This design comes from an exercise in tuning for small area and a short achievable clock period on the open sky130 flow, not from production work. The RTL was checked by simulation tests, not by an equivalence proof against the original design. No activity file was given, so power comes from the tool's default toggle rates.

File: flow/config.mk
export PLATFORM = sky130hd
export DESIGN_NAME = mips_id_ex
export DESIGN_NICKNAME = mips_id_ex
export VERILOG_FILES = /design/flow/design.v
export SDC_FILE = /design/flow/constraint.sdc
export NUM_CORES = 4
export LEC_CHECK = 0
export ABC_AREA = 0
export CAP_MARGIN = 20
export CORE_MARGIN = 2
export CORE_UTILIZATION = 40
export SLEW_MARGIN = 20
File: flow/constraint.sdc
create_clock -name core_clock -period 5.0 [get_ports {clk}]
set_input_delay 1.0000 -clock core_clock [delete_from_list [all_inputs] [get_ports {clk}]]
set_output_delay 1.0000 -clock core_clock [all_outputs]
set_load 0.01 [all_outputs]
File: flow/design.v
`timescale 1ns / 1ps
module decode(
    input  wire        clk,
    input  wire        rst,
    input  wire        wb_reg_write,
    input  wire [4:0]  wb_write_reg_location,
    input  wire [31:0] mem_wb_write_data,
    input  wire [31:0] if_id_instr,
    input  wire [31:0] if_id_npc,
    output reg  [1:0]  id_ex_wb,
    output reg  [2:0]  id_ex_mem,
    output reg  [5:0]  id_ex_alu,
    output reg  [31:0] id_ex_npc,
    output reg  [31:0] id_ex_rs_val,
    output reg  [31:0] id_ex_rt_val,
    output reg  [15:0] id_ex_imm,
    output reg  [4:0]  id_ex_write_reg,
    output reg         id_ex_cleared
);
    wire [5:0] opcode = if_id_instr[31:26];
    wire [4:0] rs     = if_id_instr[25:21];
    wire [4:0] rt     = if_id_instr[20:16];
    wire [4:0] rd     = if_id_instr[15:11];
    wire [5:0] funct  = if_id_instr[5:0];
    wire [31:0] rs_val, rt_val;
    regfile rf0 (
        .clk(clk),
        .rst(rst),
        .we(wb_reg_write),
        .waddr(wb_write_reg_location),
        .wdata(mem_wb_write_data),
        .ra(rs),
        .rb(rt),
        .rdata_a(rs_val),
        .rdata_b(rt_val)
    );
    wire is_r   = (opcode == 6'b000000);
    wire is_lw  = (opcode == 6'b100011);
    wire is_sw  = (opcode == 6'b101011);
    wire is_beq = (opcode == 6'b000100);
    wire f_add = (funct == 6'b100000);
    wire f_sub = (funct == 6'b100010);
    wire f_and = (funct == 6'b100100);
    wire f_or  = (funct == 6'b100101);
    wire f_slt = (funct == 6'b101010);
    wire alusrc  = is_lw | is_sw;
    wire sel_slt = is_r & f_slt;
    wire sel_and = is_r & f_and;
    wire sel_or  = is_r & f_or;
    wire sel_sum = is_r ? (f_add | f_sub) : 1'b1;
    wire inv_b   = is_beq | (is_r & (f_sub | f_slt));
    always @(posedge clk) begin
        id_ex_cleared   <= rst;
        id_ex_wb        <= {is_r | is_lw, is_lw};
        id_ex_mem       <= {is_beq, is_lw, is_sw};
        id_ex_alu       <= {alusrc, inv_b, sel_sum, sel_slt, sel_and, sel_or};
        id_ex_npc       <= if_id_npc;
        id_ex_rs_val    <= rs_val;
        id_ex_rt_val    <= rt_val;
        id_ex_imm       <= if_id_instr[15:0];
        id_ex_write_reg <= is_r ? rd : rt;
    end
endmodule
module regfile(
    input  wire        clk,
    input  wire        rst,
    input  wire        we,
    input  wire [4:0]  waddr,
    input  wire [31:0] wdata,
    input  wire [4:0]  ra,
    input  wire [4:0]  rb,
    output reg  [31:0] rdata_a,
    output reg  [31:0] rdata_b
);
    reg [31:0] regs [0:31];
    reg [31:0] valid;
    integer i;
    genvar w;
    generate
        for (w = 0; w < 32; w = w + 1) begin : word
            wire wen = we & (waddr == w);
            always @(posedge clk)
                if (wen) regs[w] <= wdata;
            always @(posedge clk)
                valid[w] <= ~rst & (valid[w] | wen);
        end
    endgenerate
    always @(*) begin
        rdata_a = 32'b0;
        rdata_b = 32'b0;
        for (i = 0; i < 32; i = i + 1) begin
            rdata_a = rdata_a | (regs[i] & {32{valid[i] & (ra == i)}});
            rdata_b = rdata_b | (regs[i] & {32{valid[i] & (rb == i)}});
        end
    end
endmodule
`timescale 1ns / 1ps
module execute(
    input  wire        clk,
    input  wire        rst,
    input  wire        cleared,
    input  wire [1:0]  wb_ctl,
    input  wire [2:0]  m_ctl,
    input  wire [5:0]  alu_ctl,
    input  wire [31:0] npc,
    input  wire [31:0] rs_val,
    input  wire [31:0] rt_val,
    input  wire [15:0] imm,
    input  wire [4:0]  write_reg,
    output reg  [1:0]  ex_mem_wb,
    output reg         ex_mem_branch,
    output reg         ex_mem_memread,
    output reg         ex_mem_memwrite,
    output reg  [31:0] ex_mem_npc,
    output reg         ex_mem_zero,
    output reg  [31:0] ex_mem_alu_result,
    output reg  [31:0] ex_mem_rdata2,
    output reg  [4:0]  ex_mem_write_reg
);
    wire alusrc  = alu_ctl[5];
    wire inv_b   = alu_ctl[4];
    wire sel_sum = alu_ctl[3];
    wire sel_slt = alu_ctl[2];
    wire sel_and = alu_ctl[1];
    wire sel_or  = alu_ctl[0];
    wire [31:0] sext = {{16{imm[15]}}, imm};
    wire [31:0] a    = rs_val;
    wire [31:0] b    = alusrc ? sext : rt_val;
    wire [31:0] bx   = b ^ {32{inv_b}};
    wire [31:0] sum = a + bx + {31'b0, inv_b};
    wire [31:0] cin_z = {a[30:0] | bx[30:0], inv_b};
    wire sum_zero = &(~(a ^ bx ^ cin_z));
    wire lt = (a[31] ^ bx[31]) ? sum[31] : a[31];
    wire [31:0] and_ab = a & b;
    wire [31:0] or_ab  = a | b;
    wire [31:0] result = ({32{sel_sum}} & sum)
                       | {31'b0, sel_slt & lt}
                       | ({32{sel_and}} & and_ab)
                       | ({32{sel_or}}  & or_ab);
    wire zero = sel_sum ? sum_zero :
                sel_slt ? ~lt :
                sel_and ? ~|and_ab :
                sel_or  ? ~|or_ab : 1'b1;
    wire [31:0] target = npc + {sext[29:0], 2'b00};
    wire kill = rst | cleared;
    always @(posedge clk) begin
        if (kill) begin
            ex_mem_wb         <= 2'b00;
            ex_mem_branch     <= 1'b0;
            ex_mem_memread    <= 1'b0;
            ex_mem_memwrite   <= 1'b0;
            ex_mem_npc        <= 32'b0;
            ex_mem_alu_result <= 32'b0;
            ex_mem_rdata2     <= 32'b0;
            ex_mem_write_reg  <= 5'b0;
        end
        else begin
            ex_mem_wb         <= wb_ctl;
            ex_mem_branch     <= m_ctl[2];
            ex_mem_memread    <= m_ctl[1];
            ex_mem_memwrite   <= m_ctl[0];
            ex_mem_npc        <= target;
            ex_mem_alu_result <= result;
            ex_mem_rdata2     <= rt_val;
            ex_mem_write_reg  <= write_reg;
        end
        ex_mem_zero <= ~rst & (cleared | zero);
    end
endmodule
`timescale 1ns / 1ps
module mips_id_ex(
    input  wire        clk,
    input  wire        rst,
    input  wire        wb_reg_write,
    input  wire [4:0]  wb_write_reg_location,
    input  wire [31:0] mem_wb_write_data,
    input  wire [31:0] if_id_instr,
    input  wire [31:0] if_id_npc,
    output wire [1:0]  ex_mem_wb,
    output wire        ex_mem_branch,
    output wire        ex_mem_memread,
    output wire        ex_mem_memwrite,
    output wire [31:0] ex_mem_npc,
    output wire        ex_mem_zero,
    output wire [31:0] ex_mem_alu_result,
    output wire [31:0] ex_mem_rdata2,
    output wire [4:0]  ex_mem_write_reg
);
    wire [1:0]  id_ex_wb;
    wire [2:0]  id_ex_mem;
    wire [5:0]  id_ex_alu;
    wire [31:0] id_ex_npc, id_ex_rs_val, id_ex_rt_val;
    wire [15:0] id_ex_imm;
    wire [4:0]  id_ex_write_reg;
    wire        id_ex_cleared;
    decode id0 (
        .clk(clk),
        .rst(rst),
        .wb_reg_write(wb_reg_write),
        .wb_write_reg_location(wb_write_reg_location),
        .mem_wb_write_data(mem_wb_write_data),
        .if_id_instr(if_id_instr),
        .if_id_npc(if_id_npc),
        .id_ex_wb(id_ex_wb),
        .id_ex_mem(id_ex_mem),
        .id_ex_alu(id_ex_alu),
        .id_ex_npc(id_ex_npc),
        .id_ex_rs_val(id_ex_rs_val),
        .id_ex_rt_val(id_ex_rt_val),
        .id_ex_imm(id_ex_imm),
        .id_ex_write_reg(id_ex_write_reg),
        .id_ex_cleared(id_ex_cleared)
    );
    execute ex0 (
        .clk(clk),
        .rst(rst),
        .cleared(id_ex_cleared),
        .wb_ctl(id_ex_wb),
        .m_ctl(id_ex_mem),
        .alu_ctl(id_ex_alu),
        .npc(id_ex_npc),
        .rs_val(id_ex_rs_val),
        .rt_val(id_ex_rt_val),
        .imm(id_ex_imm),
        .write_reg(id_ex_write_reg),
        .ex_mem_wb(ex_mem_wb),
        .ex_mem_branch(ex_mem_branch),
        .ex_mem_memread(ex_mem_memread),
        .ex_mem_memwrite(ex_mem_memwrite),
        .ex_mem_npc(ex_mem_npc),
        .ex_mem_zero(ex_mem_zero),
        .ex_mem_alu_result(ex_mem_alu_result),
        .ex_mem_rdata2(ex_mem_rdata2),
        .ex_mem_write_reg(ex_mem_write_reg)
    );
endmodule
File: flow/run.sh
#!/bin/bash
# synth_recipe.tcl (not shown) runs the flow's synth.tcl, then flattens the netlist and writes it again
# the make line also repeats each setting of config.mk as NAME=value (left out here)
make -C /OpenROAD-flow-scripts/flow DESIGN_CONFIG=/design/flow/config.mk WORK_HOME=/design/flow/orfs CLKGATE_MAP_FILE= SYNTH_SCRIPT=/design/flow/synth_recipe.tcl finish
==> flow_summary.yaml, run 1 <==
cts:
  number_of_levels_the_h_tree_was_split_into: 4
  cts_inserted_buffers: 135
  cts.root.buffer_cell: "clkbuf_16"
  number_of_post_cts_setup_repair_buffers: 0
  clk_pin_slew_worst_paths_ns: 0.06
  clk-insertion-delay-late_ns: 0.80
  cts_buffer_depth: 3
  clock_sink_count: 1290
  cts_tree: "done"
  post_cts_hold_buffer_count: 0
  cts_repair_resize_count: 0
logic_synthesis:
  synthesis.area_per_instance_um2: 13.49
  synthMostInstantiatedCell: "edfxtp_1"
  asyncSetResetFlopFracSynth: 0
  post_synth_inst_count: 4023
  post_synth_num_cell_types: 87
  yosys.area.top_type: "edfxtp_1"
  synth_enable_flop_cells: 1024
  synth_seq_cells: 1290
  ys.flop_type: "edfxtp_1"
  ys_seq_area_frac: 0.6647
  synth.top_cells.by_area: "edfxtp_1 57%, dfxtp_1 9.8%, a22oi_1 9.2%"
  syn_area_mm2: 0.05427
  synth_top_area_share: 0.5666
  synthesis.nets: 4219
  synthTopCellsByCount: "1,024 x edfxtp_1, 667 x a22oi_1, 282 x clkbuf_1"
  ys.warnings.count: 4
floorplanning:
  chipWidth_um: 372.4
  floorplan.die_area_mm2: 0.1386
  core_area_mm2: 0.1351
  initial_core_util: 0.4016
  io_pins: 211
  vertical_extent_of_the_die_um: 372.4
  rows: 135
timing:
  timing_hold_violations_final: 0
  maxClockFrequency_ghz: 0.2399
  grt_setup_unrepaired: "no"
  worst-slew-pin-transition_ns: 1.346
  fin_tns_setup_ns: 0
  setup-violations-final: 0
  max-slew-margin-rel: 0.1025
  fin_skew_ns: 0.03686
  final_period_minus_worst_setup_slack_ns: 4.168
  finalCritPeriodShare: 0.8335
  report.final.slew_viol_count: 0
layout:
  most_flops_register: "id0.rf0.regs"
  multi_input_area_mm2: 0.01697
  synthToLayoutAreaGrowth_pct: 17.79
  drive_above_1_share: 0.1215
  final_design_utilization: 0.4731
  fillCellCount: 11840
  fin_nets: 4430
  largest_register_ffs: 1024
  register_area_mm2: 0.03608
worst_setup_path:
  cp_top_family: "compound AO/OA/AOI/OAI gates"
  critical_path_cell_count: 14
  r2r_cells: 14
  critical_path_class: "reg -> reg"
  crit_path_frequent_cell: "nand2_1"
  setup.worst_path.end_class: "register"
  setup.reg_to_reg.worst_slack_ns: 0.83
  required_ns: 5.68
  critical_path.cell_chain: "nand2_1, o21ai_0, xor2_1, inv_1, ha_1, nand2_1, nor4_1, o2111ai_1, a21oi_1, o2111ai_1, nand2_1, nand2_1, mux2i_1, a311o_1"
  worst_path_max_delay_cell: "dfxtp_2"
  crit_fanout: 19
  crit_path_start_kind: "register"
  cpPeakStageDelay_ns: 0.65
  bufs_and_invs_on_worst_path: 1
  timing.critical_path.arrival_ns: 4.85
global_route:
  initial_antenna_violation_count: 23
  grt_remaining_overflow: 0
  via_count_of_the_first_global_routing_pass: 41440
  grt_pass1_wl_um: 345100
  grt_resource_usage_total: 0.3650
  pin_count_of_the_biggest_net_entering_global_routing: 51
power:
  powerDensity_mw_per_mm2: 360.0
  irDropWorstVdd_uv: 371.3
  post-layout-total-power_mw: 23.01
  p_leak_nw: 21.59
placement:
  gp_congestion: 0.9767
  dpl.hpwl_um: 153800
  portBuffers: 210
routing:
  wl_um: 259400
  drt-pass1-iter-count: 10
  via_per_inst: 7.317
  remaining_drc_errors: 0
  via_count: 44930
  wl_per_cell_um: 42.24
  drtIter0Drc: 10390
  antenna_violating_nets_post_route: 0
status:
  outcome: "finished clean"
job:
  cap_violations: 0
worst_hold_path:
  hold_class: "reg -> reg"
  hold-path-cell-count: 1
==> placed cells by master (no fill, tap or decap), types with 67 or more instances in the layout <==
cell type        synthesis  final
a21oi_1                 68     68
a221oi_1               196    196
a22o_1                 183    183
a22oi_1                667    667
buf_4                    2    147
clkbuf_16                0    140
clkdlybuf4s50_1          0    201
dfxtp_1                266    263
edfxtp_1              1024   1024
ha_1                    90     90
inv_1                   92     92
nand3_1                 92     92
nand4_1                175    175
nor2_1                 221    188
xor2_1                  67     67
==> final cells by class <==
cell class / instances / area share
flip-flops and latches: 1290 / 0.5643
multi-input cells: 2325 / 0.2654
repair buffers: 388 / 0.05914
clock buffers: 177 / 0.05807
well taps: 1781 / 0.03486
clock inverters: 73 / 0.01217
inverters: 94 / 0.005519
diodes: 12 / 0.0004697
==> layer usage <==
metal / vias to the layer above / track usage / share of wire
li1: 16760 / - / -
met1: 21530 / 0.4562 / 0.34
met2: 5168 / 0.5130 / 0.40
met3: 1446 / 0.1763 / 0.18
met4: 25 / 0.2069 / 0.078
met5: - / 0 / 0.0013
==> worst register-to-register path, cell delays in order, from the launching register on <==
cell	delay (ns)
dfxtp_2	0.65
nand2_1	0.45
o21ai_0	0.39
xor2_1	0.24
inv_1	0.07
ha_1	0.40
nand2_1	0.16
nor4_1	0.28
o2111ai_1	0.19
a21oi_1	0.30
o2111ai_1	0.19
nand2_1	0.18
nand2_1	0.09
mux2i_1	0.13
a311o_1	0.35
==> through the flow <==
stage	setup slack (ns)	hold slack [ns]	area [um2]	std cells
after CTS	0.8391	0.4207	63950	6128
after global routing	0.5162	0.4367	63920	6134
final	0.8324	0.4217	63930	6140
after floorplan	1.511	0.4057	54270	4023
after global placement	0.8568	0.4080	59450	5878
after detailed placement	0.8584	0.4097	59450	5878
==> cells by family after synthesis <==
kind of cell | synth area share
AO/OA/AOI/OAI | 0.1821
XOR/XNOR | 0.01791
adder cells (fa/ha/maj) | 0.02149
buffers and inverters | 0.02868
flip-flops | 0.6647
multiplexers | 0.004542
AND/OR/NAND/NOR | 0.08060
==> worst paths after layout <==
path / startpoint / endpoint
worst max register to register: id0.id_ex_alu[5] / ex0.ex_mem_alu_result[30]
worst min-delay path: id0.id_ex_mem[2] / ex0.ex_mem_branch
worst min register to register: id0.id_ex_mem[2] / ex0.ex_mem_branch
worst max-delay path: id0.id_ex_alu[5] / ex0.ex_mem_alu_result[30]
==> power breakdown <==
part | total, mW | internal (mW) | switching, mW
clock | 10.4 | 5.95 | 4.41
sequential | 11.9 | 11.7 | 0.112
combinational | 0.803 | 0.287 | 0.516
==> run 2, diff against run 1 <==
--- a/flow/config.mk
+++ b/flow/config.mk
@@ -6,7 +6,9 @@
 export NUM_CORES = 4
 export LEC_CHECK = 0
 export ABC_AREA = 0
+export ABC_CLOCK_PERIOD_IN_PS = 2500
 export CAP_MARGIN = 20
 export CORE_MARGIN = 2
 export CORE_UTILIZATION = 40
+export SETUP_SLACK_MARGIN = 2.0
 export SLEW_MARGIN = 20
==> run 2 against run 1 <==
Net effect: still clean on timing, DRC and antenna; setup slack improved by 0.73 ns; sequential power about the same; worst hold slack got worse by 0.0074 ns; die area unchanged; register-to-register slack improved by 0.73 ns; flip-flop and latch count unchanged; count of clock-buffer cells in the layout is 15 higher; combinational power rose by 11%; power up 1.7%; critical path type unchanged.
==> flow_summary.yaml, run 2 <==
timing:
  setup-violations-final: 0
  timing_hold_violations_final: 0
  fin_skew_ns: 0.04893
  finalCritPeriodShare: 0.6876
  report.final.slew_viol_count: 0
  fin_tns_setup_ns: 0
  final_critical_path_setup_slack_ns: 1.562
  final_period_minus_worst_setup_slack_ns: 3.438
  hold_slack_ns: 0.4143
  max-slew-margin-rel: 0.1982
  maxClockFrequency_ghz: 0.2909
  grt_setup_unrepaired: "yes"
  worst-slew-pin-transition_ns: 1.199
floorplanning:
  io_pins: 211
  vertical_extent_of_the_die_um: 372.4
  initial_core_util: 0.4016
  core_area_mm2: 0.1351
  chipWidth_um: 372.4
  floorplan.die_area_mm2: 0.1386
  rows: 135
cts:
  number_of_levels_the_h_tree_was_split_into: 4
  cts_buffer_depth: 3
  clock_sink_count: 1290
  clk-insertion-delay-late_ns: 0.81
  clk_pin_slew_worst_paths_ns: 0.06
  cts.root.buffer_cell: "clkbuf_16"
  cts_tree: "done"
  post_cts_hold_buffer_count: 0
  cts_inserted_buffers: 143
worst_setup_path:
  required_ns: 5.64
  critical_path_class: "reg -> reg"
  crit_path_start_kind: "register"
  worst_path_max_delay_cell: "dfxtp_4"
  crit_fanout: 6
  setup.worst_path.end_class: "register"
  timing.critical_path.arrival_ns: 4.08
  critical_path.cell_chain: "buf_8, buf_4, mux2_4, xor2_2, inv_2, ha_4, a21o_1, a221o_1, a21oi_2, o2bb2ai_2, o2111ai_2, nand2_2, buf_6, o31ai_4, xor2_1, o22ai_1"
  bufs_and_invs_on_worst_path: 4
  cp_top_family: "compound AO/OA/AOI/OAI gates"
  cpPeakStageDelay_ns: 0.41
status:
  outcome: "finished clean"
layout:
  layout.cells.most_common: "edfxtp_1"
  synthToLayoutAreaGrowth_pct: 22.63
  drive_above_1_share: 0.1744
  largest_register_ffs: 1024
  most_used_cells_in_the_layout_excluding_fill_and_tap_cells: "1,024 x edfxtp_1, 666 x a22oi_1, 254 x dfxtp_1, 213 x buf_4, 197 x clkdlybuf4s50_1"
  fin_nets: 4541
  final_design_utilization: 0.4925
  most_flops_register: "id0.rf0.regs"
logic_synthesis:
  synth_enable_flop_cells: 1024
  ys.warnings.count: 4
  synth_seq_cells: 1290
  ys_seq_area_frac: 0.6647
  ys.flop_type: "edfxtp_1"
  synth.top_cells.by_area: "edfxtp_1 57%, dfxtp_1 9.8%, a22oi_1 9.2%"
  asyncSetResetFlopFracSynth: 0
  yosys.area.top_type: "edfxtp_1"
  synthesis.nets: 4219
  syn_area_mm2: 0.05427
  synthesis.area_per_instance_um2: 13.49
  post_synth_num_cell_types: 87
  synthMostInstantiatedCell: "edfxtp_1"
  synth_top_area_share: 0.5666
  post_synth_inst_count: 4023
  synthTopCellsByCount: "1,024 x edfxtp_1, 667 x a22oi_1, 282 x clkbuf_1"
power:
  powerDensity_mw_per_mm2: 351.5
  irDropWorstVdd_uv: 263.8
  p_leak_nw: 22.44
global_route:
  via_count_of_the_first_global_routing_pass: 42430
  pin_count_of_the_biggest_net_entering_global_routing: 61
  initial_antenna_violation_count: 23
  grt_resource_usage_total: 0.3837
  grt_pass1_wl_um: 360700
  grt_remaining_overflow: 0
job:
  cap_violations: 0
routing:
  via_per_inst: 7.289
  drt-pass1-iter-count: 10
  remaining_drc_errors: 0
  drtIter0Drc: 9610
  wl_per_cell_um: 43.81
  wl_um: 274100
  via_count: 45610
  antenna_violating_nets_post_route: 0
placement:
  portBuffers: 210
  dpl.hpwl_um: 162800
  pre_cts_slack_ns: 0.7607
  gp_congestion: 0.9766
worst_hold_path:
  hold_class: "reg -> reg"
-- run 2: cell count changes in the layout (fill, tap and decap cells not counted), moves of 13 or more --
cell     delta
ha_2       +13
ha_4       +17
o21ai_0    -15
and3_2     -54
buf_4      +66
ha_1       -30
and3_4     +59
buf_12     +19
-- run 2: layout make-up --
type / instances / area, um2
fill: 11660 / 68570
multi-input combinational: 2329 / 18300
inverter: 94 / 352.8
timing repair buffer: 487 / 4848
antenna: 14 / 35.03
clock buffer: 192 / 3956
sequential: 1290 / 36100
clock inverter: 70 / 735.7
tap: 1781 / 2228
-- run 2: cell families (layout without fill, tap and decap cells) --
| family | count (synthesis) | count (layout) | share of synthesized area |
|---|---|---|---|
| adder cells (fa/ha/maj) | 92 | 92 | 0.02149 |
| AO/OA/AOI/OAI | 1281 | 1281 | 0.1821 |
| multiplexers | 23 | 23 | 0.004542 |
| XOR/XNOR | 111 | 111 | 0.01791 |
| flip-flops | 1290 | 1290 | 0.6647 |
| AND/OR/NAND/NOR | 818 | 822 | 0.08060 |
| other | 0 | 14 | 0 |
| buffers and inverters | 408 | 843 | 0.02868 |
-- run 2: where the power goes --
group          total [mW]  switching, mW  internal (mW)
Combinational       0.891          0.560          0.331
Clock                10.6           4.53           6.12
Sequential           11.9          0.117           11.7
-- run 2: final timing paths --
path	from	endpoint	slack (ns)	cells past startpoint
worst max register to register	id0.id_ex_alu[5]	ex0.ex_mem_alu_result[28]	1.56	16
worst min register to register	id0.id_ex_write_reg[0]	ex0.ex_mem_write_reg[0]	0.41	1
worst min-delay path	id0.id_ex_write_reg[0]	ex0.ex_mem_write_reg[0]	0.41	1
worst max-delay path	id0.id_ex_alu[5]	ex0.ex_mem_alu_result[28]	1.56	16
-- run 2: worst register-to-register path, delay by kind of cell, from the launching register on --
kind	cells	cell delay, ns
muxes	1	0.33
AOI/OAI and AO/OA	7	1.34
adders and majority gates	1	0.27
xor gates and xnor gates	2	0.36
and+or+nand+nor	1	0.12
DFF	1	0.41
buffers and inverters	4	0.48
-- run 2: metrics by stage --
stage                     power (mW)  instance area (um2)  cells
final                          23.40                66560   6257
after floorplan                12.39                54560   4023
after detailed placement       12.87                59810   5883
after CTS                      23.35                65660   6198
after global routing           23.87                66530   6245
after global placement         12.87                59810   5883
-- run 2: per-layer routing --
layer  wire length [um]  global-route usage
met5                331            0.006294
met1              93270              0.4773
met3              45610              0.1605
met2             112300              0.5557
met4              22580              0.2270
-- run 2: timing repair --
action	CTS	global route
buffers inserted	51	43
pin swaps	48	59
endpoints found under the setup margin	89	77
gates resized for setup	173	93
gates cloned	2	2
==> run 3, diff against run 2 <==
--- a/flow/design.v
+++ b/flow/design.v
@@ -9,19 +9,20 @@
     input  wire [31:0] if_id_npc,
     output reg  [1:0]  id_ex_wb,
     output reg  [2:0]  id_ex_mem,
-    output reg  [5:0]  id_ex_alu,
-    output reg  [31:0] id_ex_npc,
+    output reg  [4:0]  id_ex_alu,
+    output reg  [31:0] id_ex_target,
     output reg  [31:0] id_ex_rs_val,
     output reg  [31:0] id_ex_rt_val,
-    output reg  [15:0] id_ex_imm,
+    output reg  [31:0] id_ex_b,
     output reg  [4:0]  id_ex_write_reg,
     output reg         id_ex_cleared
 );
-    wire [5:0] opcode = if_id_instr[31:26];
-    wire [4:0] rs     = if_id_instr[25:21];
-    wire [4:0] rt     = if_id_instr[20:16];
-    wire [4:0] rd     = if_id_instr[15:11];
-    wire [5:0] funct  = if_id_instr[5:0];
+    wire [5:0]  opcode = if_id_instr[31:26];
+    wire [4:0]  rs     = if_id_instr[25:21];
+    wire [4:0]  rt     = if_id_instr[20:16];
+    wire [4:0]  rd     = if_id_instr[15:11];
+    wire [5:0]  funct  = if_id_instr[5:0];
+    wire [31:0] sext   = {{16{if_id_instr[15]}}, if_id_instr[15:0]};
     wire [31:0] rs_val, rt_val;
     regfile rf0 (
         .clk(clk),
@@ -49,15 +50,16 @@
     wire sel_or  = is_r & f_or;
     wire sel_sum = is_r ? (f_add | f_sub) : 1'b1;
     wire inv_b   = is_beq | (is_r & (f_sub | f_slt));
+    wire [31:0] b = alusrc ? sext : rt_val;
     always @(posedge clk) begin
         id_ex_cleared   <= rst;
         id_ex_wb        <= {is_r | is_lw, is_lw};
         id_ex_mem       <= {is_beq, is_lw, is_sw};
-        id_ex_alu       <= {alusrc, inv_b, sel_sum, sel_slt, sel_and, sel_or};
-        id_ex_npc       <= if_id_npc;
+        id_ex_alu       <= {inv_b, sel_sum, sel_slt, sel_and, sel_or};
+        id_ex_target    <= if_id_npc + {sext[29:0], 2'b00};
         id_ex_rs_val    <= rs_val;
         id_ex_rt_val    <= rt_val;
-        id_ex_imm       <= if_id_instr[15:0];
+        id_ex_b         <= b ^ {32{inv_b}};
         id_ex_write_reg <= is_r ? rd : rt;
     end
 endmodule
@@ -101,11 +103,11 @@
     input  wire        cleared,
     input  wire [1:0]  wb_ctl,
     input  wire [2:0]  m_ctl,
-    input  wire [5:0]  alu_ctl,
-    input  wire [31:0] npc,
+    input  wire [4:0]  alu_ctl,
+    input  wire [31:0] target,
     input  wire [31:0] rs_val,
     input  wire [31:0] rt_val,
-    input  wire [15:0] imm,
+    input  wire [31:0] b,
     input  wire [4:0]  write_reg,
     output reg  [1:0]  ex_mem_wb,
     output reg         ex_mem_branch,
@@ -117,20 +119,17 @@
     output reg  [31:0] ex_mem_rdata2,
     output reg  [4:0]  ex_mem_write_reg
 );
-    wire alusrc  = alu_ctl[5];
     wire inv_b   = alu_ctl[4];
     wire sel_sum = alu_ctl[3];
     wire sel_slt = alu_ctl[2];
     wire sel_and = alu_ctl[1];
     wire sel_or  = alu_ctl[0];
-    wire [31:0] sext = {{16{imm[15]}}, imm};
-    wire [31:0] a    = rs_val;
-    wire [31:0] b    = alusrc ? sext : rt_val;
-    wire [31:0] bx   = b ^ {32{inv_b}};
-    wire [31:0] sum = a + bx + {31'b0, inv_b};
-    wire [31:0] cin_z = {a[30:0] | bx[30:0], inv_b};
-    wire sum_zero = &(~(a ^ bx ^ cin_z));
-    wire lt = (a[31] ^ bx[31]) ? sum[31] : a[31];
+    wire [31:0] a = rs_val;
+    wire [32:0] sum33 = {a, 1'b1} + {b, inv_b};
+    wire [31:0] sum   = sum33[32:1];
+    wire [31:0] cin_z = {a[30:0] | b[30:0], inv_b};
+    wire sum_zero = &(~(a ^ b ^ cin_z));
+    wire lt = (a[31] ^ b[31]) ? sum[31] : a[31];
     wire [31:0] and_ab = a & b;
     wire [31:0] or_ab  = a | b;
     wire [31:0] result = ({32{sel_sum}} & sum)
@@ -141,7 +140,6 @@
                 sel_slt ? ~lt :
                 sel_and ? ~|and_ab :
                 sel_or  ? ~|or_ab : 1'b1;
-    wire [31:0] target = npc + {sext[29:0], 2'b00};
     wire kill = rst | cleared;
     always @(posedge clk) begin
         if (kill) begin
@@ -188,9 +186,8 @@
 );
     wire [1:0]  id_ex_wb;
     wire [2:0]  id_ex_mem;
-    wire [5:0]  id_ex_alu;
-    wire [31:0] id_ex_npc, id_ex_rs_val, id_ex_rt_val;
-    wire [15:0] id_ex_imm;
+    wire [4:0]  id_ex_alu;
+    wire [31:0] id_ex_target, id_ex_rs_val, id_ex_rt_val, id_ex_b;
     wire [4:0]  id_ex_write_reg;
     wire        id_ex_cleared;
     decode id0 (
@@ -204,10 +201,10 @@
         .id_ex_wb(id_ex_wb),
         .id_ex_mem(id_ex_mem),
         .id_ex_alu(id_ex_alu),
-        .id_ex_npc(id_ex_npc),
+        .id_ex_target(id_ex_target),
         .id_ex_rs_val(id_ex_rs_val),
         .id_ex_rt_val(id_ex_rt_val),
-        .id_ex_imm(id_ex_imm),
+        .id_ex_b(id_ex_b),
         .id_ex_write_reg(id_ex_write_reg),
         .id_ex_cleared(id_ex_cleared)
     );
@@ -218,10 +215,10 @@
         .wb_ctl(id_ex_wb),
         .m_ctl(id_ex_mem),
         .alu_ctl(id_ex_alu),
-        .npc(id_ex_npc),
+        .target(id_ex_target),
         .rs_val(id_ex_rs_val),
         .rt_val(id_ex_rt_val),
-        .imm(id_ex_imm),
+        .b(id_ex_b),
         .write_reg(id_ex_write_reg),
         .ex_mem_wb(ex_mem_wb),
         .ex_mem_branch(ex_mem_branch),
--- a/flow/config.mk
+++ b/flow/config.mk
@@ -6,9 +6,8 @@
 export NUM_CORES = 4
 export LEC_CHECK = 0
 export ABC_AREA = 0
-export ABC_CLOCK_PERIOD_IN_PS = 2500
 export CAP_MARGIN = 20
 export CORE_MARGIN = 2
 export CORE_UTILIZATION = 40
-export SETUP_SLACK_MARGIN = 2.0
+export SETUP_SLACK_MARGIN = 2.5
 export SLEW_MARGIN = 20
==> run 3 against run 2 <==
Net effect: still clean on timing, DRC and antenna; critical path depth is 7 lower; routed wire length grew 3.6%; maximum frequency is 31% higher; first-iteration DRC count up 3.5%; final cell count increased by 3.6%; die area grew 1.0%; core utilization is 3.1 points higher; clock power is essentially flat; synthesized cell count decreased by 0.20%; register-to-register slack improved by 0.81 ns; global-route usage up 0.36 points.
==> flow_summary.yaml, run 3 <==
layout:
  largest_register_ffs: 1024
  most_flops_register: "id0.rf0.regs"
  layout.cells.most_common: "edfxtp_1"
  drive_above_1_share: 0.2956
  fin_nets: 4774
  register_area_mm2: 0.03641
  final_instance_area_mm2: 0.07112
  multi_input_area_mm2: 0.02018
  fillCellCount: 11260
  most_used_cells_in_the_layout_excluding_fill_and_tap_cells: "1,024 x edfxtp_1, 518 x a22oi_1, 359 x buf_4, 262 x dfxtp_1, 200 x a22o_1"
  synthToLayoutAreaGrowth_pct: 29.68
routing:
  wl_um: 283900
  remaining_drc_errors: 0
  drtIter0Drc: 9944
  wl_per_cell_um: 43.79
  antenna_violating_nets_post_route: 0
  via_per_inst: 7.226
  drt-pass1-iter-count: 8
  via_count: 46850
worst_setup_path:
  crit_path_start_kind: "register"
  crit-reg2reg-capture: "ex0.ex_mem_zero"
  timing.critical_path.arrival_ns: 3.29
  critical_path_cell_count: 9
  setup.worst_path.end_class: "register"
  cp_top_family: "compound AO/OA/AOI/OAI gates"
  setup.reg_to_reg.worst_slack_ns: 2.38
  crit_fanout: 3
  reg2reg_from: "id0.id_ex_alu[4]"
  bufs_and_invs_on_worst_path: 0
  critical_path.cell_chain: "fa_2, a21oi_4, o2bb2ai_4, a31oi_4, o31ai_4, a2111o_1, a211oi_4, a31o_2, a21oi_2"
  cpPeakStageDelay_ns: 0.45
  r2r_cells: 9
  worst_path_max_delay_cell: "a2111o_1"
  critical_path_class: "reg -> reg"
  required_ns: 5.67
power:
  internal_power_mw: 18.14
  sequentialPowerShare: 0.512
  powerDensity_mw_per_mm2: 330.0
  pwr-share-clk: 0.443
  p_switching_mw: 5.332
  irDropWorstVdd_uv: 232.7
  power.share.switching: 0.2272
  p_leak_nw: 24.70
  comb_power_share: 0.045
floorplanning:
  rows: 135
  io_pins: 211
  floorplan.die_area_mm2: 0.1401
  initial_core_util: 0.4039
  vertical_extent_of_the_die_um: 374.3
  chipWidth_um: 374.3
  core_area_mm2: 0.1358
timing:
  timing_hold_violations_final: 0
  setup-violations-final: 0
  finalCritPeriodShare: 0.5249
  worst-slew-pin-transition_ns: 1.252
  fin_skew_ns: 0.03816
  maxClockFrequency_ghz: 0.3810
  max-slew-margin-rel: 0.1625
  final_period_minus_worst_setup_slack_ns: 2.625
  grt_setup_unrepaired: "yes"
  report.final.slew_viol_count: 0
  fin_tns_setup_ns: 0
global_route:
  grt_resource_usage_total: 0.3873
  grt_pass1_wl_um: 371100
  initial_antenna_violation_count: 24
  via_count_of_the_first_global_routing_pass: 43380
  pin_count_of_the_biggest_net_entering_global_routing: 37
  grt_remaining_overflow: 0
logic_synthesis:
  synthesis.area_per_instance_um2: 13.66
  yosys.area.top_type: "edfxtp_1"
  synthMostInstantiatedCell: "edfxtp_1"
  syn_area_mm2: 0.05485
  ys_seq_area_frac: 0.6632
  post_synth_num_cell_types: 74
  synthesis.nets: 4214
  ys.flop_type: "edfxtp_1"
  asyncSetResetFlopFracSynth: 0
  synth_enable_flop_cells: 1024
  synthTopCellsByCount: "1,024 x edfxtp_1, 626 x a22oi_1, 281 x dfxtp_1"
  ys.warnings.count: 4
  post_synth_inst_count: 4015
  synth.top_cells.by_area: "edfxtp_1 56%, dfxtp_1 10%, a22oi_1 8.6%"
  synth_top_area_share: 0.5606
  synth_seq_cells: 1305
placement:
  gp_congestion: 0.9909
  portBuffers: 210
  dpl.hpwl_um: 166800
  placement.cell_area_mm2: 0.06195
cts:
  clk_pin_slew_worst_paths_ns: 0.07
  cts_tree: "done"
  cts.root.buffer_cell: "clkbuf_16"
  post_cts_hold_buffer_count: 0
  cts_buffer_depth: 3
  number_of_levels_the_h_tree_was_split_into: 4
  clk-insertion-delay-late_ns: 0.82
  clock_sink_count: 1305
  cts_inserted_buffers: 139
worst_hold_path:
  hold-path-cell-count: 2
  holdCritStartpoint: "if_id_instr[0]"
  holdPathEnd: "id0.id_ex_target[2]"
  hold_class: "in -> reg"
job:
  cap_violations: 0
status:
  outcome: "finished clean"
==> run 3: cell types whose count changed in the layout (fill, tap and decap cells not counted), sizes merged, moves of 29 or more <==
| cell | change |
|---|---|
| and2 | +45 |
| buf | +249 |
| dlygate4sd2 | +108 |
| a22oi | -41 |
| nor2 | -52 |
| clkdlybuf4s50 | -145 |
| o21ai | +29 |
==> run 3: per-layer routing <==
metal	GRT usage	vias up	wire (um)
li1	-	17440	-
met2	0.5548	5104	116200
met5	0	-	251
met1	0.4764	22790	96630
met3	0.1744	1494	47960
met4	0.2365	28	22840
==> run 3: worst max path at each step <==
stage	startpoint	to	slack, ns
floorplan	if_id_instr[0]	id0.id_ex_target[16]	1.85
global placement	if_id_instr[20]	id0.id_ex_b[13]	0.64
detailed placement	if_id_instr[20]	id0.id_ex_b[13]	0.62
CTS	id0.id_ex_alu[4]	ex0.ex_mem_zero	2.39
global route	id0.id_ex_alu[4]	ex0.ex_mem_alu_result[0]	2.29
finish	id0.id_ex_alu[4]	ex0.ex_mem_zero	2.38
==> run 3: layout make-up <==
type / instances / area share
Sequential cell: 1305 / 0.5119
Multi-Input combinational cell: 2305 / 0.2837
Timing Repair Buffer: 726 / 0.1041
Clock buffer: 173 / 0.05251
Tap cell: 1781 / 0.03133
Clock inverter: 82 / 0.01087
Inverter: 98 / 0.005172
Antenna cell: 13 / 0.0004574
==> run 3: cells by family after synthesis <==
kind of cell,share of synthesized area
AOI/OAI and AO/OA,0.1798
xor gates and xnor gates,0.01773
adders and majority gates,0.02195
buffers and inverters,0.03255
DFF,0.6632
muxes,0.004197
and+or+nand+nor,0.08053
==> run 3: what timing repair did <==
item / 4_1_cts / 5_1_grt
setup endpoints to repair: 790 / 318
resized for setup: 478 / 221
setup buffers: 187 / 95
pin swaps: 104 / 118
cloned: 7 / 8
==> run 3: power by group through the flow <==
| stage | sequential [mW] | clock (mW) | combinational, mW |
|---|---|---|---|
| after floorplan | 12.2 | 0 | 0.405 |
| after global placement | 12.2 | 0 | 0.877 |
| after detailed placement | 12.2 | 0 | 0.884 |
| after CTS | 12.0 | 10.4 | 0.948 |
| after global routing | 12.0 | 10.9 | 1.10 |
| final | 12.0 | 10.4 | 1.05 |
==> run 3: metrics by stage <==
stage               hold slack (ns)  total power [mW]  std cells    util  setup WS [ns]
finish                       0.4066             23.47       6483  0.5237          2.375
global placement             0.4106             13.12       5918  0.4562         0.6425
detailed placement           0.4097             13.13       5918  0.4562         0.6178
global route                 0.4000             23.98       6472  0.5235          2.287
floorplan                    0.4057             12.61       4015       -          1.852
CTS                          0.3751             23.36       6367  0.5104          2.388
==> run 4, diff against run 3 <==
--- a/flow/config.mk
+++ b/flow/config.mk
@@ -9,5 +9,5 @@
 export CAP_MARGIN = 20
 export CORE_MARGIN = 2
 export CORE_UTILIZATION = 40
-export SETUP_SLACK_MARGIN = 2.5
+export SETUP_SLACK_MARGIN = 3.0
 export SLEW_MARGIN = 20
==> run 4 against run 3 <==
Net effect: combinational power up 15%; highest routed layer unchanged; design area up 8.2%; worst hold slack worse by 0.013 ns; final cell count up 4.9%; register-to-register slack worse by 0.03 ns; critical path depth up 1; global-route usage up 2.3 points; die area unchanged; synthesized cell count unchanged; still clean on timing, DRC and antenna; clock skew down 0.0024 ns.
==> flow_summary.yaml, run 4 <==
status:
  outcome: "finished clean"
logic_synthesis:
  synth_top_area_share: 0.5606
  synthMostInstantiatedCell: "edfxtp_1"
  ys.warnings.count: 4
  post_synth_inst_count: 4015
  synth_seq_cells: 1305
  synthesis.nets: 4214
  ys_seq_area_frac: 0.6632
  synthTopCellsByCount: "1,024 x edfxtp_1, 626 x a22oi_1, 281 x dfxtp_1"
  synthesis.area_per_instance_um2: 13.66
  synth_compound_area_frac: 0.1798
  yosys.area.top_type: "edfxtp_1"
  yosys.area_share.adder: 0.02195
  xor_xnor_share_of_the_synthesized_area: 0.01773
  synth_enable_flop_cells: 1024
  synth.top_cells.by_area: "edfxtp_1 56%, dfxtp_1 10%, a22oi_1 8.6%"
  synth-simple-area-share: 0.08053
  ys.flop_type: "edfxtp_1"
  synth_top_family_by_area: "compound AO/OA/AOI/OAI gates"
  asyncSetResetFlopFracSynth: 0
  multiplexer_fraction_of_the_synthesized_cell_area: 0.004198
  syn_area_mm2: 0.05485
  post_synth_num_cell_types: 74
placement:
  dpl.hpwl_um: 161400
  portBuffers: 210
  gp_congestion: 1.001
  pre_cts_slack_ns: 0.3891
timing:
  grt_setup_unrepaired: "yes"
  final_period_minus_worst_setup_slack_ns: 2.659
  worst-slew-pin-transition_ns: 1.193
  setup-violations-final: 0
  finalCritPeriodShare: 0.5319
  hold_slack_ns: 0.3941
  report.final.slew_viol_count: 0
  final_critical_path_setup_slack_ns: 2.341
  fin_tns_setup_ns: 0
  max-slew-margin-rel: 0.2021
  maxClockFrequency_ghz: 0.3760
  timing_hold_violations_final: 0
  fin_skew_ns: 0.03573
floorplanning:
  chipWidth_um: 374.3
  vertical_extent_of_the_die_um: 374.3
  floorplan.die_area_mm2: 0.1401
  initial_core_util: 0.4039
  rows: 135
  io_pins: 211
  core_area_mm2: 0.1358
cts:
  clock_sink_count: 1305
  cts_buffer_depth: 3
  cts_inserted_buffers: 140
  clk_pin_slew_worst_paths_ns: 0.06
  number_of_levels_the_h_tree_was_split_into: 4
  cts.root.buffer_cell: "clkbuf_16"
  cts_tree: "done"
  clk-insertion-delay-late_ns: 0.83
power:
  sequentialPowerShare: 0.503
  comb_power_share: 0.051
  powerDensity_mw_per_mm2: 310.4
  power.share.switching: 0.2283
  internal_power_mw: 18.43
  p_leak_nw: 26.92
  p_switching_mw: 5.452
  pwr-share-clk: 0.446
  irDropWorstVdd_uv: 368.2
worst_setup_path:
  required_ns: 5.66
  crit-reg2reg-capture: "ex0.ex_mem_zero"
  setup.worst_path.end_class: "register"
  cp-endpoint: "ex0.ex_mem_zero"
  setup.reg_to_reg.worst_slack_ns: 2.34
  critical_path.cell_chain: "inv_2, ha_4, and3_4, a221o_1, o21ai_2, nand2_1, a2111o_1, a211oi_4, a31o_2, a21oi_2"
  crit_path_start_kind: "register"
  crit_fanout: 4
  critical_path_class: "reg -> reg"
  worst_path_max_delay_cell: "dfxtp_4"
  worstSetupStartpoint: "id0.id_ex_rs_val[19]"
  bufs_and_invs_on_worst_path: 1
  critical_path_cell_count: 10
  r2r_cells: 10
  reg2reg_from: "id0.id_ex_rs_val[19]"
  cp_top_family: "compound AO/OA/AOI/OAI gates"
  cpPeakStageDelay_ns: 0.45
  timing.critical_path.arrival_ns: 3.32
layout:
  final_design_utilization: 0.5665
  most_used_cells_in_the_layout_excluding_fill_and_tap_cells: "1,024 x edfxtp_1, 462 x buf_4, 418 x a22oi_1, 208 x a22oi_2, 197 x a22o_1"
  synthToLayoutAreaGrowth_pct: 40.27
  fin_nets: 5089
  largest_register_ffs: 1024
  drive_above_1_share: 0.4178
  layout.cells.most_common: "edfxtp_1"
  most_flops_register: "id0.rf0.regs"
worst_hold_path:
  hold_class: "in -> reg"
  hold-path-cell-count: 2
routing:
  antenna_violating_nets_post_route: 0
  wl_um: 301500
  wl_per_cell_um: 44.33
  drt-pass1-iter-count: 10
  drtIter0Drc: 10050
  via_count: 50170
  via_per_inst: 7.375
  remaining_drc_errors: 0
global_route:
  via_count_of_the_first_global_routing_pass: 46380
  initial_antenna_violation_count: 33
  grt_resource_usage_total: 0.4108
  grt_remaining_overflow: 0
  pin_count_of_the_biggest_net_entering_global_routing: 38
  grt_pass1_wl_um: 393000
job:
  cap_violations: 0
==> run 4: cell counts after synthesis <==
Identical to the previous run, type by type.
==> run 4: kinds of logic (layout without fill, tap and decap cells) <==
group / Yosys count / in the layout
muxes: 21 / 21
AOI/OAI and AO/OA: 1263 / 1263
xor gates and xnor gates: 111 / 111
and+or+nand+nor: 805 / 831
buffers and inverters: 415 / 1376
DFF: 1305 / 1305
adders and majority gates: 95 / 95
other: 0 / 19
==> run 4: per-stage QoR <==
| stage | instance area, um2 | power, mW | cells |
|---|---|---|---|
| 2_1_floorplan | 58600 | 12.63 | 4015 |
| 3_5_place_dp | 62170 | 13.14 | 5893 |
| 4_1_cts | 74650 | 23.68 | 6649 |
| 5_1_grt | 76900 | 24.31 | 6787 |
| 6_report | 76930 | 23.88 | 6802 |
| 3_3_place_gp | 62170 | 13.13 | 5893 |
==> run 4: power groups by stage <==
stage	Combinational, mW	Sequential [mW]	Clock, mW
3_5_place_dp	0.895	12.2	0
6_report	1.21	12.0	10.6
5_1_grt	1.26	12.0	11.0
2_1_floorplan	0.430	12.2	0
4_1_cts	1.09	12.0	10.6
3_3_place_gp	0.888	12.2	0
==> run 4: worst min path at each step <==
stage	startpoint	to
after global routing	if_id_instr[0]	id0.id_ex_target[2]
after detailed placement	id0.id_ex_write_reg[2]	ex0.ex_mem_write_reg[2]
after global placement	id0.id_ex_write_reg[2]	ex0.ex_mem_write_reg[2]
after floorplan	id0.id_ex_mem[2]	ex0.ex_mem_branch
after CTS	if_id_instr[0]	id0.id_ex_target[2]
final	if_id_instr[0]	id0.id_ex_target[2]
==> run 4: metal layers <==
layer | routed length (um) | vias to the layer above | share of wire | GRT usage
met2 | 119000 | 5919 | 0.39 | 0.5732
li1 | - | 18150 | - | -
met4 | 32070 | 36 | 0.11 | 0.3059
met5 | 531 | - | 0.0018 | 0.003087
met1 | 95860 | 23980 | 0.32 | 0.4719
met3 | 54050 | 2084 | 0.18 | 0.2222
==> run 4: area by class of cell <==
| cell class | count | area, um2 |
|---|---|---|
| tap | 1781 | 2228 |
| antenna | 19 | 47.55 |
| clock buffer | 166 | 3684 |
| inverter | 98 | 377.9 |
| sequential | 1305 | 36530 |
| fill | 10600 | 58870 |
| timing repair buffer | 1024 | 11460 |
| clock inverter | 88 | 924.6 |
| multi-input combinational | 2321 | 21690 |
==> run 4: repair_timing <==
action                                  4_1_cts  5_1_grt
cloned                                       47        7
pin swaps                                   338      237
endpoints found under the setup margin     1364      486
buffers inserted                            455      125
resized for setup                          1392      268
hold buffers                                  0        0
==> run 5, diff against run 4 <==
--- a/flow/config.mk
+++ b/flow/config.mk
@@ -5,9 +5,9 @@
 export SDC_FILE = /design/flow/constraint.sdc
 export NUM_CORES = 4
 export LEC_CHECK = 0
-export ABC_AREA = 0
+export ABC_AREA = 1
 export CAP_MARGIN = 20
 export CORE_MARGIN = 2
 export CORE_UTILIZATION = 40
-export SETUP_SLACK_MARGIN = 3.0
+export SETUP_SLACK_MARGIN = 2.7
 export SLEW_MARGIN = 20
==> run 5 against run 4 <==
Net effect: core utilization down 6.4 points; clock power increased by 8%; synthesized cell count rose by 74%; power increased by 3.6%; die area rose by 13%; combinational power up 12%; synthesized area is 13% higher; worst hold slack improved by 0.0048 ns; final cell count increased by 43%; critical path type is now in -> reg; critical endpoint is now id0.id_ex_b[2].
==> flow_summary.yaml, run 5 <==
status:
  outcome: "finished clean"
floorplanning:
  core_area_mm2: 0.1539
  vertical_extent_of_the_die_um: 397.4
  floorplan.die_area_mm2: 0.1579
  chipWidth_um: 397.4
  io_pins: 211
  initial_core_util: 0.4023
  rows: 144
logic_synthesis:
  synthMostInstantiatedCell: "nand2_1"
  ys.warnings.count: 4
  synthesis.nets: 7182
  synthesis.area_per_instance_um2: 8.865
  synth_top_area_share: 0.4967
  synth.top_cells.by_area: "edfxtp_1 50%, nand2_1 13%, dfxtp_1 9.1%"
  asyncSetResetFlopFracSynth: 0
  synth_seq_cells: 1305
  post_synth_inst_count: 6983
  yosys.area.top_type: "edfxtp_1"
  synthTopCellsByCount: "2,171 x nand2_1, 1,024 x edfxtp_1, 800 x nor2_1"
  synth_enable_flop_cells: 1024
  ys.flop_type: "edfxtp_1"
  ys_seq_area_frac: 0.5876
  syn_area_mm2: 0.06190
  post_synth_num_cell_types: 43
timing:
  timing_hold_violations_final: 0
  worst-slew-pin-transition_ns: 1.150
  fin_tns_setup_ns: 0
  finalCritPeriodShare: 0.4730
  grt_setup_unrepaired: "yes"
  fin_skew_ns: 0.04065
  report.final.slew_viol_count: 0
  final_period_minus_worst_setup_slack_ns: 2.365
  max-slew-margin-rel: 0.2308
  maxClockFrequency_ghz: 0.4228
  setup-violations-final: 0
layout:
  most_used_cells_in_the_layout_excluding_fill_and_tap_cells: "2,092 x nand2_1, 1,024 x edfxtp_1, 733 x nand3_1, 689 x nor2_1, 674 x inv_1"
  most_flops_register: "id0.rf0.regs"
  layout.cells.most_common: "nand2_1"
  synthToLayoutAreaGrowth_pct: 24.96
  fin_nets: 7739
  largest_register_ffs: 1024
  drive_above_1_share: 0.1624
  final_instance_area_mm2: 0.07735
power:
  p_switching_mw: 5.836
  comb_power_share: 0.055
  irDropWorstVdd_uv: 391.2
  p_leak_nw: 32.23
  internal_power_mw: 18.91
  powerDensity_mw_per_mm2: 319.9
  sequentialPowerShare: 0.485
  power.share.switching: 0.2358
  pwr-share-clk: 0.460
worst_setup_path:
  bufs_and_invs_on_worst_path: 4
  timing.critical_path.arrival_ns: 3.12
  cpPeakStageDelay_ns: 0.25
  crit_path_start_kind: "input port"
  cp_top_family: "simple AND/OR/NAND/NOR gates"
  worst_path_max_delay_cell: "buf_8"
  critical_path_class: "in -> reg"
  setup.reg_to_reg.worst_slack_ns: 2.65
  critical_path.cell_chain: "buf_12, buf_4, nand2_1, inv_1, nand2_1, buf_8, o21ai_0, nor2_1, nand2_1, nor2_4, nand2_1, nand2_1, nand3_1, nand2_1"
  crit_fanout: 15
  crit_path_frequent_cell: "nand2_1"
  required_ns: 5.75
  setup.worst_path.end_class: "register"
cts:
  clock_sink_count: 1305
  cts_tree: "done"
  number_of_levels_the_h_tree_was_split_into: 4
  clk_pin_slew_worst_paths_ns: 0.06
  cts_buffer_depth: 3
  post_cts_hold_buffer_count: 0
  clk-insertion-delay-late_ns: 0.84
  cts_inserted_buffers: 146
  cts.root.buffer_cell: "clkbuf_16"
job:
  cap_violations: 0
global_route:
  grt_remaining_overflow: 0
  grt_pass1_wl_um: 474700
  initial_antenna_violation_count: 37
  via_count_of_the_first_global_routing_pass: 55690
  grt_resource_usage_total: 0.4481
  pin_count_of_the_biggest_net_entering_global_routing: 44
routing:
  wl_per_cell_um: 37.49
  remaining_drc_errors: 0
  drt-pass1-iter-count: 12
  antenna_violating_nets_post_route: 0
  via_per_inst: 6.353
  drtIter0Drc: 12550
  via_count: 61970
  wl_um: 365700
placement:
  gp_congestion: 1.074
  placement.cell_area_mm2: 0.06914
  dpl.hpwl_um: 230200
  portBuffers: 210
worst_hold_path:
  hold_class: "reg -> reg"
==> run 5: changes by cell type after synthesis, moves of 107 or more <==
cell / before / now
a221oi_1: 175 / 20
a22o_1: 200 / 17
a22oi_1: 626 / 19
clkbuf_1: 231 / 124
inv_1: 98 / 698
nand2_1: 71 / 2171
nand3_1: 82 / 737
nor2_1: 168 / 800
o21ai_0: 61 / 281
==> run 5: routing by layer <==
metal	part of all wire	wire length, um	vias to the layer above	GRT usage
met5	0.0019	690	-	0.009988
met2	0.39	143700	6529	0.6222
met3	0.17	63090	1891	0.2132
met1	0.34	124800	29020	0.5475
li1	-	-	24490	-
met4	0.091	33350	34	0.3024
==> run 5: through the flow <==
stage | setup WS, ns | hold slack (ns) | cells | total power, mW | utilization
finish | 2.635 | 0.3989 | 9754 | 24.75 | 0.5027
global route | 2.619 | 0.4148 | 9718 | 25.15 | 0.5021
CTS | 2.597 | 0.4030 | 9670 | 24.56 | 0.4934
detailed placement | 0.8053 | 0.3972 | 9285 | 13.42 | 0.4494
global placement | 0.8156 | 0.3958 | 9285 | 13.41 | 0.4494
floorplan | 2.425 | 0.3936 | 6983 | 12.70 | -
==> run 5: path summary, 6_finish.rpt <==
path                                           from                    to  cells past startpoint
worst max register to register     id0.rf0.valid[1]       id0.id_ex_b[23]                     13
worst min register to register  id0.id_ex_rt_val[5]  ex0.ex_mem_rdata2[5]                      2
worst max-delay path                if_id_instr[20]        id0.id_ex_b[2]                     14
worst min-delay path            id0.id_ex_rt_val[5]  ex0.ex_mem_rdata2[5]                      2
==> run 5: worst register-to-register path, delay by kind of cell, from the launching register on <==
kind	cells	cell delay (ns)
buf+inv	3	0.78
simple gates	10	1.15
flops	1	0.33
==> run 5: power groups by stage <==
stage | registers [mW] | logic, mW | clock network [mW]
4_1_cts | 12.0 | 1.23 | 11.3
2_1_floorplan | 12.2 | 0.500 | 0
6_report | 12.0 | 1.36 | 11.4
3_5_place_dp | 12.2 | 1.19 | 0
5_1_grt | 12.0 | 1.39 | 11.8
3_3_place_gp | 12.2 | 1.18 | 0
==> run 5: timing repair <==
item	in CTS	in global routing
setup endpoints to repair	1036	211
setup buffers	106	34
gates resized for setup	807	270
pin swaps	38	23
cloned	6	4
==> run 5: area by class of cell <==
cell class | instances | area (um2)
Fill cell | 14380 | 76510
Sequential cell | 1305 | 36460
Multi-Input combinational cell | 4702 | 23410
Timing Repair Buffer | 667 | 7017
Clock buffer | 186 | 4000
Inverter | 717 | 2808
Tap cell | 2044 | 2557
Clock inverter | 87 | 977.2
Antenna cell | 45 | 112.6
Timing Repair inverter | 1 | 5.005
==> run 5: cells by family after synthesis <==
family	Yosys count	share of synthesized area
and+or+nand+nor	3918	0.2605
xor gates and xnor gates	33	0.004669
buffers and inverters	976	0.06165
adders and majority gates	95	0.01944
DFF	1305	0.5876
AOI/OAI and AO/OA	656	0.06613

-- static timing again, ports no longer ideal --
The flow's constraints put no driver on any port. The routed layouts listed below were extracted and timed again, unchanged, in two steps. Step 1, drivers: a clkbuf_16 drives clk and a buf_2 each remaining input, both assumed. Step 2 moves the port delays by t, midway between the first and last clock arrival at a register: inputs arrive t later, outputs are due t later. That takes back most of the time a late clock gives input paths. Three values: ideal ports, drivers, drivers and shift; two values: the first two.
run	t, ns	slack for setup (ns)	cell pins on the clock port's net
run 1	0.863	0.832 / 0.832 / 0.542	1
run 2	0.867	1.562 / 1.562 / 1.008	1
run 3	0.889	2.375 / 2.305 / 1.416	1
run 4	0.887	2.341 / 2.213 / 1.326	1
run 5	0.905	2.635 / 2.558 / 1.754	1
After both steps setup and hold are still met in every run listed. The setup slack of run 4, which loses most, moves by -0.128 ns with the drivers and by -1.015 ns with both steps.
